Context: an optimization exercise on an open-source flow, tuned for small area, a short achievable clock period and few clock cycles. The choices shown serve that exercise and are no tape-out recipe.
In this exercise RTL edits were held to simulation tests only and were not proved equivalent to the original.
Power and IR drop assume default switching activity.

==> job 8065 <==
==> flow/design.v <==
module CHIP(
    clk,
    rst_n,
    mem_wen_D,
    mem_addr_D,
    mem_wdata_D,
    mem_rdata_D,
    mem_addr_I,
    mem_rdata_I);
    input         clk, rst_n ;
    output        mem_wen_D  ;
    output [31:0] mem_addr_D ;
    output [31:0] mem_wdata_D;
    input  [31:0] mem_rdata_D;
    output [31:0] mem_addr_I ;
    input  [31:0] mem_rdata_I;
    genvar gi;
    integer i;
    reg  [31:0] pc;              
    reg  [31:0] ea, eb;          
    reg  [31:0] ec;              
    reg  [ 4:0] e_rd;
    reg         e_we, e_ld, e_st, e_br, e_pred, e_jalr, e_mul;
    reg         e_kill;          
    wire        E_WE = e_we & ~e_kill, E_LD = e_ld & ~e_kill, E_ST = e_st & ~e_kill;
    wire        E_BR = e_br & ~e_kill, E_JALR = e_jalr & ~e_kill, E_MUL = e_mul & ~e_kill;
    reg         e_sub, e_slt, e_sll, e_srl, e_selc, e_selb;
    reg  [ 1:0] e_bf;            
    reg         fa, fb, fc;      
    reg  [31:0] m_res, m_sd;
    reg  [31:0] m_x, m_y;        
    reg         m_mul;
    reg  [ 4:0] m_rd;
    reg         m_we, m_ld, m_st;
    reg  [31:0] rf [1:31];
    reg  [31:1] vld;
    wire [31:0] m_prod = m_res + m_sd + m_x + m_y;
    wire [31:0] m_wb = m_ld ? mem_rdata_D : m_mul ? m_prod : m_res;
    assign mem_wen_D   = m_st;
    assign mem_addr_D  = m_res;
    assign mem_wdata_D = m_sd;
    assign mem_addr_I  = pc;
    generate
        for (gi = 1; gi < 32; gi = gi + 1) begin : g_rf
            always @(posedge clk) begin
                if (m_we && m_rd == gi) rf[gi] <= m_wb;
            end
            always @(posedge clk or negedge rst_n) begin
                if (!rst_n) vld[gi] <= 1'b0;
                else if (m_we && m_rd == gi) vld[gi] <= 1'b1;
            end
        end
    endgenerate
    wire [31:0] A    = fa ? mem_rdata_D : ea;
    wire [31:0] B    = fb ? mem_rdata_D : eb;
    wire [31:0] C    = fc ? mem_rdata_D : ec;
    wire [31:0] ebx  = e_sub ? ~B : B;
    wire [31:0] sum  = A + ebx + {31'd0, e_sub};
    wire        lt   = (A[31] ^ B[31]) ? A[31] : sum[31];
    wire        eq   = (A == B);
    reg         taken;
    always @(*) begin
        case (e_bf)
            2'b00: taken = eq;
            2'b01: taken = ~eq;
            2'b10: taken = lt;
            default: taken = ~lt;
        endcase
    end
    wire        redir_br = E_BR & (taken ^ e_pred);
    wire        redir    = redir_br | E_JALR;
    wire [31:0] redir_pc = e_jalr ? sum : C;
    wire [31:0] ear, shr, shr_r;
    generate
        for (gi = 0; gi < 32; gi = gi + 1) begin : g_rev
            assign ear[gi]   = A[31-gi];
            assign shr_r[gi] = shr[31-gi];
        end
    endgenerate
    assign shr = (e_sll ? ear : A) >> B[4:0];
    reg  [31:0] row [0:16];
    reg  [2:0]  bd;
    reg         b1, b2, bn;
    always @(*) begin
        row[16] = 32'd0;                     
        for (i = 0; i < 16; i = i + 1) begin
            bd = {eb[2*i+1], eb[2*i], (i == 0) ? 1'b0 : eb[2*i-1]};
            b1 = bd[1] ^ bd[0];                                  
            b2 = (bd == 3'b011) | (bd == 3'b100);                
            bn = bd[2] & ~(bd[1] & bd[0]);                       
            row[i] = ((({32{b1}} & ea) | ({32{b2}} & {ea[30:0], 1'b0})) ^ {32{bn}}) << (2*i);
            row[16][2*i] = bn;
        end
    end
    function [63:0] csa;         
        input [31:0] x, y, z;
        begin
            csa[31:0]  = x ^ y ^ z;
            csa[63:32] = {((x[30:0] & y[30:0]) | (x[30:0] & z[30:0]) | (y[30:0] & z[30:0])), 1'b0};
        end
    endfunction
    wire [63:0] t1a = csa(row[0],  row[1],  row[2]);
    wire [63:0] t1b = csa(row[3],  row[4],  row[5]);
    wire [63:0] t1c = csa(row[6],  row[7],  row[8]);
    wire [63:0] t1d = csa(row[9],  row[10], row[11]);
    wire [63:0] t1e = csa(row[12], row[13], row[14]);
    wire [63:0] t2a = csa(t1a[31:0], t1a[63:32], t1b[31:0]);
    wire [63:0] t2b = csa(t1b[63:32], t1c[31:0], t1c[63:32]);
    wire [63:0] t2c = csa(t1d[31:0], t1d[63:32], t1e[31:0]);
    wire [63:0] t2d = csa(t1e[63:32], row[15], row[16]);
    wire [63:0] t3a = csa(t2a[31:0], t2a[63:32], t2b[31:0]);
    wire [63:0] t3b = csa(t2b[63:32], t2c[31:0], t2c[63:32]);
    wire [63:0] t4a = csa(t3a[31:0], t3a[63:32], t3b[31:0]);
    wire [63:0] t4b = csa(t3b[63:32], t2d[31:0], t2d[63:32]);
    reg  [31:0] e_res;
    always @(*) begin
        if (e_selc)      e_res = C;
        else if (e_selb) e_res = B;
        else if (e_slt)  e_res = {31'd0, lt};
        else if (e_sll)  e_res = shr_r;
        else if (e_srl)  e_res = shr;
        else             e_res = sum;
    end
    wire [31:0] ins = mem_rdata_I;
    wire [4:0]  op  = ins[6:2];
    wire [2:0]  f3  = ins[14:12];
    wire [4:0]  rs1 = ins[19:15];
    wire [4:0]  rs2 = ins[24:20];
    wire [4:0]  rd  = ins[11:7];
    wire is_lui   = (op == 5'b01101);
    wire is_auipc = (op == 5'b00101);
    wire is_jal   = (op == 5'b11011);
    wire is_jalr  = (op == 5'b11001);
    wire is_br    = (op == 5'b11000);
    wire is_ld    = (op == 5'b00000);
    wire is_st    = (op == 5'b01000);
    wire is_opi   = (op == 5'b00100);
    wire is_op    = (op == 5'b01100);
    wire is_mul   = is_op & ins[25];
    wire is_sub   = is_op & ins[30];
    wire is_slti  = is_opi & (f3 == 3'b010);
    wire is_slli  = is_opi & (f3 == 3'b001);
    wire is_srli  = is_opi & (f3 == 3'b101);
    wire use1 = ~(is_lui | is_auipc | is_jal);
    wire use2 = is_op | is_br | is_st;
    wire [31:0] imm_i = {{20{ins[31]}}, ins[31:20]};
    wire [31:0] imm_s = {{20{ins[31]}}, ins[31:25], ins[11:7]};
    wire [31:0] imm_b = {{19{ins[31]}}, ins[31], ins[7], ins[30:25], ins[11:8], 1'b0};
    wire [31:0] imm_u = {ins[31:12], 12'd0};
    wire [31:0] imm_j = {{11{ins[31]}}, ins[31], ins[19:12], ins[20], ins[30:21], 1'b0};
    wire efw  = E_WE & ~E_LD & ~E_MUL;
    wire e1   = efw  && (e_rd == rs1);
    wire e2   = efw  && (e_rd == rs2);
    wire m1   = m_we && (m_rd == rs1) && !e1;
    wire m2   = m_we && (m_rd == rs2) && !e2;
    wire f1   = e1 | m1;
    wire f2   = e2 | m2;
    reg  [31:0] rv1, rv2;
    always @(*) begin
        rv1 = (e1 ? e_res : 32'd0) | (m1 ? m_wb : 32'd0);
        rv2 = (e2 ? e_res : 32'd0) | (m2 ? m_wb : 32'd0);
        for (i = 1; i < 32; i = i + 1) begin
            rv1 = rv1 | (((rs1 == i) && vld[i] && !f1) ? rf[i] : 32'd0);
            rv2 = rv2 | (((rs2 == i) && vld[i] && !f2) ? rf[i] : 32'd0);
        end
        rv1 = rv1 | (((rs1 == 5'd2) && !vld[2] && !f1) ? 32'hBFFFFFF0 : 32'd0)
                  | (((rs1 == 5'd3) && !vld[3] && !f1) ? 32'h10008000 : 32'd0);
        rv2 = rv2 | (((rs2 == 5'd2) && !vld[2] && !f2) ? 32'hBFFFFFF0 : 32'd0)
                  | (((rs2 == 5'd3) && !vld[3] && !f2) ? 32'h10008000 : 32'd0);
    end
    wire eld  = E_LD & E_WE;
    wire fa_n = eld && (e_rd == rs1);
    wire fb_n = eld && (is_op | is_br) && (e_rd == rs2);
    wire lmul = eld && is_mul && ((e_rd == rs1) || (e_rd == rs2));
    wire fc_n = eld && is_st && (e_rd == rs2);
    wire luse = (E_MUL && E_WE && ((use1 && e_rd == rs1) || (use2 && e_rd == rs2))) || lmul;
    wire [31:0] pc4  = pc + 32'd4;
    wire [31:0] tgt  = pc + (is_jal ? imm_j : is_br ? imm_b : imm_u);
    wire        pred = is_jal | (is_br & ins[31]);
    wire [31:0] npc  = pred ? tgt : pc4;
    wire [31:0] alt  = ((is_br & ~ins[31]) | is_auipc) ? tgt : pc4;
    wire [31:0] ea_n = rv1;
    wire [31:0] eb_n = (is_op | is_br) ? rv2 : is_st ? imm_s : is_lui ? imm_u : imm_i;
    wire [31:0] ec_n = is_st ? rv2 : alt;
    wire hold_d = luse;              
    always @(posedge clk or negedge rst_n) begin
        if (!rst_n) begin
            pc <= 32'h00010000;
        end else if (redir) begin
            pc <= redir_pc;
        end else if (!hold_d) begin
            pc <= npc;
        end
    end
    always @(posedge clk or negedge rst_n) begin
        if (!rst_n) e_kill <= 1'b1;
        else        e_kill <= redir | luse;
    end
    always @(posedge clk) begin
        e_we   <= (rd != 5'd0) & ~(is_br | is_st);
        e_ld   <= is_ld;
        e_st   <= is_st;
        e_br   <= is_br;
        e_jalr <= is_jalr;
        e_mul  <= is_mul;
        e_rd   <= rd;
        e_pred <= ins[31];
        e_sub  <= is_sub | is_slti | is_br;
        e_slt  <= is_slti;
        e_sll  <= is_slli;
        e_srl  <= is_srli;
        e_selc <= is_jal | is_jalr | is_auipc;
        e_selb <= is_lui;
        e_bf   <= {f3[2], f3[0]};
    end
    always @(posedge clk or negedge rst_n) begin
        if (!rst_n) begin
            fa <= 1'b0; fb <= 1'b0; fc <= 1'b0;
        end else begin
            fa <= fa_n; fb <= fb_n; fc <= fc_n;
        end
    end
    always @(posedge clk) begin
        ea <= ea_n;
        eb <= eb_n;
        ec <= ec_n;
    end
    always @(posedge clk or negedge rst_n) begin
        if (!rst_n) begin
            m_we <= 1'b0; m_ld <= 1'b0; m_st <= 1'b0; m_mul <= 1'b0; m_rd <= 5'd0;
        end else begin
            m_we  <= E_WE;
            m_ld  <= E_LD;
            m_st  <= E_ST;
            m_mul <= E_MUL;
            m_rd  <= e_rd;
        end
    end
    always @(posedge clk) begin
        m_res <= e_mul ? t4a[31:0] : e_res;
        m_sd  <= e_mul ? t4a[63:32] : C;
        m_x   <= t4b[31:0];
        m_y   <= t4b[63:32];
    end
endmodule
==> flow/flow/run.sh <==
#!/bin/bash
# Standard layout (standard.sh), except that the port buffers are buf_4 cells
# instead of the delay cells that buffer_ports picks by default.
set -euo pipefail
bash standard.sh "BUFFER_PORTS_ARGS=-buffer_cell sky130_fd_sc_hd__buf_4" finish > standard.log 2>&1
==> flow/standard.sh <==
#!/bin/bash
# synth_recipe.tcl (not shown) runs the flow's synth.tcl, then flattens the netlist and writes it again
# the make line also repeats each setting of config.mk as NAME=value (left out here)
make -C /OpenROAD-flow-scripts/flow DESIGN_CONFIG=/design/flow/config.mk WORK_HOME=/design/flow/orfs CLKGATE_MAP_FILE= SYNTH_SCRIPT=/design/flow/synth_recipe.tcl "${@:-finish}"
==> flow/config.mk <==
export PLATFORM = sky130hd
export DESIGN_NAME = CHIP
export DESIGN_NICKNAME = CHIP
export VERILOG_FILES = /design/flow/design.v
export SDC_FILE = /design/flow/constraint.sdc
export NUM_CORES = 8
export LEC_CHECK = 0
export CAP_MARGIN = 30
export CORE_MARGIN = 2
export CORE_UTILIZATION = 40
export PLACE_DENSITY = 0.6
export SETUP_SLACK_MARGIN = 5
export SLEW_MARGIN = 30
==> flow/constraint.sdc <==
create_clock -name core_clock -period 10.0 [get_ports {clk}]
set_input_delay 2.0000 -clock core_clock [delete_from_list [all_inputs] [get_ports {clk}]]
set_output_delay 2.0000 -clock core_clock [all_outputs]
set_load 0.01 [all_outputs]
==> inputs of job 3810, as changes to job 8065 <==
==> flow/run.sh (new file) <==
#!/bin/bash
# synth_recipe.tcl (not shown) runs the flow's synth.tcl, then flattens the netlist and writes it again
# the make line also repeats each setting of config.mk as NAME=value (left out here)
make -C /OpenROAD-flow-scripts/flow DESIGN_CONFIG=/design/flow/config.mk WORK_HOME=/design/flow/orfs CLKGATE_MAP_FILE= SYNTH_SCRIPT=/design/flow/synth_recipe.tcl finish
removed: flow/flow/run.sh
removed: flow/standard.sh
==> qor summary <==
|  | job 8065 | job 3810 |
|---|---|---|
| Result of the run | complete, no violations | complete, no violations |
| Global-route track usage on met2 | 58.9% | 62.4% |
| CP Buf/Inv Count | 7 | 4 |
| Pre-CTS WS | 2830 ps | 1750 ps |
| Number of clock buffers in the layout | 162 | 180 |
| Reg clk slew, reported paths | 60 ps | 70 ps |
| Area growth from synthesis to layout | 18.5% | 20.6% |
| Routing usage on met1 | 50.0% | 51.7% |
| Worst clock skew | 69.3 ps | 77.3 ps |
| Combinational Power | 16.1 mW | 16.3 mW |
| Switching power total | 13.4 mW | 13.6 mW |
| Cell-internal power | 15.5 mW | 15.8 mW |
| Sequential cell area in the final layout | 36000 um^2 | 35900 um^2 |
| Sequential logic power | 7.63 mW | 7.65 mW |
| Worst Path Arrival | 6010 ps | 6060 ps |
| Max rail drop VDD | 502 uV | 390 uV |
| HPWL after DPL | 277000 um | 290000 um |
| Worst-Margin Slew | 1170 ps | 1220 ps |
| Buffers outside the clock class | 631 | 707 |
| Vias in the first global route | 68500 | 69100 |
Testbench counts of job 8065, summed over its fixed seeds: cycles 20,907.
Testbench counts of job 3810, summed over its fixed seeds: cycles 20,907.

[port drivers added, routing unchanged]
In the flow no input, the clock included, has a driving cell. The finished layouts below were timed again as built, in two steps. Step 1 sets driving cells, clkbuf_16 on the clock port and buf_2 on the other inputs (assumed; they add their load-dependent delay and slew). Step 2 also shifts input and output timing later by t, the mid clock arrival at the registers, as if the neighbouring blocks saw the same clock. Three values: no drivers, after step 1, after step 2; two values: the first two.
run | t, ns | setup WS [ns] | worst register clock-pin slew, ns | cell pins on the clock port's net
job 8065 | 0.911 | 4.697 / 4.723 / 3.823 | 0.07 / 0.07 | 1
job 3810 | 0.890 | 4.650 / 4.703 / 3.813 | 0.07 / 0.07 | 1
After both steps setup and hold are still met in every run listed. The setup slack of job 8065, which loses most, moves by +0.026 ns with the drivers and by -0.874 ns with both steps.
